What follows belongs to an exercise in optimizing a design on an open flow for small area and a short achievable clock period; a production flow would make more cautious choices.
Function was checked by simulation only, so behaviour that the tests miss may differ from the original.
Power is estimated from default activity; no workload was simulated.

Design finalproject, start of the top module:
module finalproject #(
    parameter CLK_FREQ_HZ = 8_000,
    parameter SCAN_RATE   = 1000
)(
    input  wire        CLK,
    input  wire        RST_N,
    input  wire [3:0]  ROWS,
    output wire [3:0]  COLS,
    output wire [7:0]  HEX0,
    output wire [7:0]  HEX1,
    output wire [7:0]  HEX2,
    output wire [9:0]  LEDS,
    output wire [7:0]  DBG
);
For scale: ~580 cells after synthesis, roughly 95 flip-flops, ~52 I/O pins.
clock: 10.0 ns
lec_check: 0
cap_margin: 20
core_margin: 2
core_utilization: 40
slew_margin: 20
standard.sh (not shown) runs the stock make flow with config.mk's settings and CLKGATE_MAP_FILE= SYNTH_SCRIPT=/design/flow/synth_recipe.tcl, a recipe that flattens the netlist after the stock synthesis.
==> flow/flow/run.sh <==
#!/bin/bash
# Own flow: the standard layout (standard.sh, unchanged synthesis,
# floorplan, power grid, placement, CTS and routing), with two changes:
#  - the port buffers are plain buffers instead of the delay cells that
#    buffer_ports picks by default;
#  - setup repair aims at a margin below the clock period.
# Each tool's full output stays in orfs/logs; make's output goes to
# standard.log in this folder.
set -euo pipefail
bash standard.sh \
  "BUFFER_PORTS_ARGS=-buffer_cell sky130_fd_sc_hd__buf_1" \
  SETUP_SLACK_MARGIN=7 \
  finish > standard.log 2>&1
Rerun with:
- ABC_AREA: unset -> 1
- CORE_UTILIZATION: 40 -> 60
The changed run completed with no timing, DRC or antenna violations.
Synthesized area goes down by a few percent.
Die area shrinks by well over a third.
Sequential share of layout area rises by 2.7 points.

* * *

== lane 1 ==
Starting RTL as in the previous note.
Settings: LEC_CHECK=0, ABC_AREA=1, CAP_MARGIN=20, CORE_MARGIN=2, CORE_UTILIZATION=40, SLEW_MARGIN=20; clock period 10.0 ns.
==> flow/flow/run.sh <==
#!/bin/bash
# Own flow: the standard layout (standard.sh, unchanged synthesis,
# floorplan, power grid, placement, CTS and routing), with two changes:
#  - the port buffers are plain buffers instead of the delay cells that
#    buffer_ports picks by default;
#  - setup repair aims at a margin below the clock period.
# Each tool's full output stays in orfs/logs; make's output goes to
# standard.log in this folder.
set -euo pipefail
bash standard.sh \
  "BUFFER_PORTS_ARGS=-buffer_cell sky130_fd_sc_hd__buf_2" \
  SETUP_SLACK_MARGIN=6.9 \
  finish > standard.log 2>&1
No stage failed in lane 1, and the final checks on the layout all came back clean.
## Diff of input files: lane 2 against lane 1
- PLACE_DENSITY now 0.75, previously not set
--- a/flow/flow/run.sh
+++ b/flow/flow/run.sh
@@ -9,5 +9,5 @@
 set -euo pipefail
 bash standard.sh \
-  "BUFFER_PORTS_ARGS=-buffer_cell sky130_fd_sc_hd__buf_2" \
-  SETUP_SLACK_MARGIN=6.9 \
+  "BUFFER_PORTS_ARGS=-buffer_cell sky130_fd_sc_hd__buf_1" \
+  SETUP_SLACK_MARGIN=7 \
   finish > standard.log 2>&1
Going from lane 1 to lane 2, number of iterations in the first detailed-routing pass picked up an extra 3; sum of buffers and inverters on the critical path rose by 1; shortest period the worst path allows fell by 20 ps; global-route wire length before repair neither gained nor lost much; simple-gate share of the synthesized area ~0 delta. Going from lane 1 to lane 2, overall power of the completed layout comparable; headroom to the max-slew limit now larger. Against lane 1, lane 2 comes in 0.17 points lower on fraction of the core area covered by cells at the end of the flow. Via count went up slightly going from lane 1 to lane 2. Compared with lane 1, lane 2 shows count of placed standard cells in the final layout, fillers left out that has gone up slightly. For multi-input gate share of the layout cell area, lane 1 and lane 2 come out practically identical.
Input changes introduced in lane 3 (baseline for comparison: lane 2):
- PLACE_DENSITY: 0.75 -> unset
- GPL_TIMING_DRIVEN: unset -> 0
- Summary of lane 3 over lane 2: setup slack of the critical path after layout has decreased, final core utilization picked up an extra 3.5 points, clock share of power decreased 0.3 points, routed wire length +5.5%, number of I/O pins barely changed.

* * *

## try-quartz
Starting RTL as in the previous note.
Design finalproject, start of the top module:
module finalproject #(
    parameter CLK_FREQ_HZ = 8_000,
    parameter SCAN_RATE   = 1000
)(
    input  wire        CLK,
    input  wire        RST_N,
    input  wire [3:0]  ROWS,
    output wire [3:0]  COLS,
    output wire [7:0]  HEX0,
    output wire [7:0]  HEX1,
    output wire [7:0]  HEX2,
    output wire [9:0]  LEDS,
    output wire [7:0]  DBG
);
==> flow/config.mk <==
export PLATFORM = sky130hd
export DESIGN_NAME = finalproject
export DESIGN_NICKNAME = finalproject
export VERILOG_FILES = /design/flow/design.v
export SDC_FILE = /design/flow/constraint.sdc
export NUM_CORES = 4
export LEC_CHECK = 0
export ABC_AREA = 1
export CAP_MARGIN = 10
export CORE_MARGIN = 2
export CORE_UTILIZATION = 40
export SLEW_MARGIN = 10
==> flow/constraint.sdc <==
create_clock -name core_clock -period 10.0 [get_ports {CLK}]
set_input_delay 2.0000 -clock core_clock [delete_from_list [all_inputs] [get_ports {CLK}]]
set_output_delay 2.0000 -clock core_clock [all_outputs]
set_load 0.01 [all_outputs]
==> flow/flow/run.sh <==
#!/bin/bash
# Own flow: the standard layout (standard.sh, unchanged synthesis,
# floorplan, power grid, placement, CTS and routing), with two changes:
#  - the port buffers are plain buffers instead of the delay cells that
#    buffer_ports picks by default;
#  - setup repair aims at a margin below the clock period.
# Each tool's full output stays in orfs/logs; make's output goes to
# standard.log in this folder.
set -euo pipefail
bash standard.sh \
  "BUFFER_PORTS_ARGS=-buffer_cell sky130_fd_sc_hd__buf_1" \
  SETUP_SLACK_MARGIN=7 \
  finish > standard.log 2>&1
The following lists how try-delta was set up differently from try-quartz:
# try-quartz
export LEC_CHECK = 0
export ABC_AREA = 1
export CAP_MARGIN = 10
export CORE_MARGIN = 2
export CORE_UTILIZATION = 40
export SLEW_MARGIN = 10
create_clock -name core_clock -period 10.0 [get_ports {CLK}]
# try-delta
export LEC_CHECK = 0
export ABC_AREA = 1
export CAP_MARGIN = 20
export CORE_MARGIN = 2
export CORE_UTILIZATION = 40
export SLEW_MARGIN = 20
create_clock -name core_clock -period 10.0 [get_ports {CLK}]
diff --git a/flow/flow/run.sh b/flow/flow/run.sh
--- a/flow/flow/run.sh
+++ b/flow/flow/run.sh
@@ -9,5 +9,5 @@
 set -euo pipefail
 bash standard.sh \
-  "BUFFER_PORTS_ARGS=-buffer_cell sky130_fd_sc_hd__buf_1" \
+  "BUFFER_PORTS_ARGS=-buffer_cell sky130_fd_sc_hd__buf_2" \
   SETUP_SLACK_MARGIN=7 \
   finish > standard.log 2>&1
Results
Compared with try-quartz, try-delta shows cell leakage power that has gone up by a few percent. Delta(total internal power, try-delta - try-quartz) > 0. Against try-quartz, try-delta reports a first-pass GRT wire length that is higher.
For try-sierra, these inputs were changed with respect to try-delta:
# try-delta
export LEC_CHECK = 0
export ABC_AREA = 1
export CAP_MARGIN = 20
export CORE_MARGIN = 2
export CORE_UTILIZATION = 40
export SLEW_MARGIN = 20
create_clock -name core_clock -period 10.0 [get_ports {CLK}]
# try-sierra
export LEC_CHECK = 0
export ABC_AREA = 1
export CAP_MARGIN = 0
export CORE_MARGIN = 2
export CORE_UTILIZATION = 40
export SLEW_MARGIN = 0
create_clock -name core_clock -period 10.0 [get_ports {CLK}]
diff --git a/flow/flow/run.sh b/flow/flow/run.sh
--- a/flow/flow/run.sh
+++ b/flow/flow/run.sh
@@ -9,5 +9,5 @@
 set -euo pipefail
 bash standard.sh \
-  "BUFFER_PORTS_ARGS=-buffer_cell sky130_fd_sc_hd__buf_2" \
+  "BUFFER_PORTS_ARGS=-buffer_cell sky130_fd_sc_hd__buf_1" \
   SETUP_SLACK_MARGIN=7 \
   finish > standard.log 2>&1
Results
Between try-delta and try-sierra, the difference in area used by multi-input combinational logic is negligible. try-delta → try-sierra: area growth from synthesis to layout down 1.1 points; average wire length per cell after detail routing flat; worst setup slack down 0.0072 ns; internal cell power down about 1.5%; total power of the final layout down 1.1%. Layout clock buffer count ended up 1 lower on try-sierra than on try-delta. Row post-detailed-placement cell area: try-sierra lower / try-delta higher. Area: try-sierra vs try-delta -> try-sierra smaller. Diff try-delta -> try-sierra: share of the synthesized netlist area taken by xor and xnor gates ~0 delta, power density over the cells did not really move.
### try-sierra -> try-violet
# try-sierra
export LEC_CHECK = 0
export ABC_AREA = 1
export CAP_MARGIN = 0
export CORE_MARGIN = 2
export CORE_UTILIZATION = 40
export SLEW_MARGIN = 0
create_clock -name core_clock -period 10.0 [get_ports {CLK}]
# try-violet
export LEC_CHECK = 0
export ABC_AREA = 1
export CAP_MARGIN = 20
export CORE_MARGIN = 2
export CORE_UTILIZATION = 40
export GPL_ROUTABILITY_DRIVEN = 0
export SLEW_MARGIN = 20
create_clock -name core_clock -period 10.0 [get_ports {CLK}]
Comparing try-sierra against try-violet, there is no change at all in met3 track demand over resource.
Time the final worst path needs with I/O delays and setup essentially unchanged between try-violet and try-sierra.
As far as total power of the final layout goes, try-violet and try-sierra are indistinguishable; the numbers are identical.
From try-violet to try-sierra, via count of the routed design did not move at all.
Total count of max-transition violations in the final report of try-sierra is on par with try-violet.
As far as setup slack goes, try-violet and try-sierra are indistinguishable; the numbers are identical.
try-violet against try-sierra: total number of placement rows essentially unchanged, count of distinct cell types in the synthesized netlist ~0 delta, portion of the layout cell area used by clock cells flat, relative slew slack held steady.
Inputs modified between try-violet and try-amber:
# try-violet
export LEC_CHECK = 0
export ABC_AREA = 1
export CAP_MARGIN = 20
export CORE_MARGIN = 2
export CORE_UTILIZATION = 40
export GPL_ROUTABILITY_DRIVEN = 0
export SLEW_MARGIN = 20
create_clock -name core_clock -period 10.0 [get_ports {CLK}]
# try-amber
export LEC_CHECK = 0
export ABC_AREA = 1
export CAP_MARGIN = 20
export CORE_MARGIN = 2
export CORE_UTILIZATION = 40
export SLEW_MARGIN = 20
create_clock -name core_clock -period 10.0 [get_ports {CLK}]
[summary]
The total setup violations reported at the end of the flow was comparable across try-amber and try-violet.
Changes observed in try-amber relative to try-violet: buffers plus inverters on the worst setup path did not really move, fraction of area in clock buffers and inverters did not really move, die area level.

what the ideal ports hide:
No port has a modelled driver above. Below, the same layouts with a new extraction and two added sets of constraints. Step 1: set_driving_cell puts a clkbuf_16 on CLK and a buf_2 on each other input, an assumption about the parent block. Step 2 times the ports against the registers' clock, not the clock port: input delays grow and output delays shrink by t, the midpoint of the rising clock arrivals with the driver on. Slacks: ideal / step 1 / step 2; pairs: ideal / step 1.
run	shift t [ns]	slack for setup (ns)	worst data-port slew with drivers (ns)
the first run of note 1	0.385	7.014 / 6.976 / 7.038	0.03
the second run of note 1	0.388	7.017 / 6.984 / 7.189	0.03
lane 1	0.372	7.006 / 6.967 / 7.227	0.03
lane 2	0.379	7.026 / 6.986 / 7.207	0.03
lane 3	0.384	6.974 / 6.936 / 7.148	0.03
try-quartz	0.378	7.041 / 7.003 / 7.165	0.03
try-delta	0.372	7.048 / 7.008 / 7.226	0.03
try-sierra	0.378	7.041 / 7.003 / 7.165	0.03
try-violet	0.378	7.041 / 7.003 / 7.165	0.03
try-amber	0.378	7.041 / 7.003 / 7.165	0.03
After both steps every run listed still meets setup and hold.
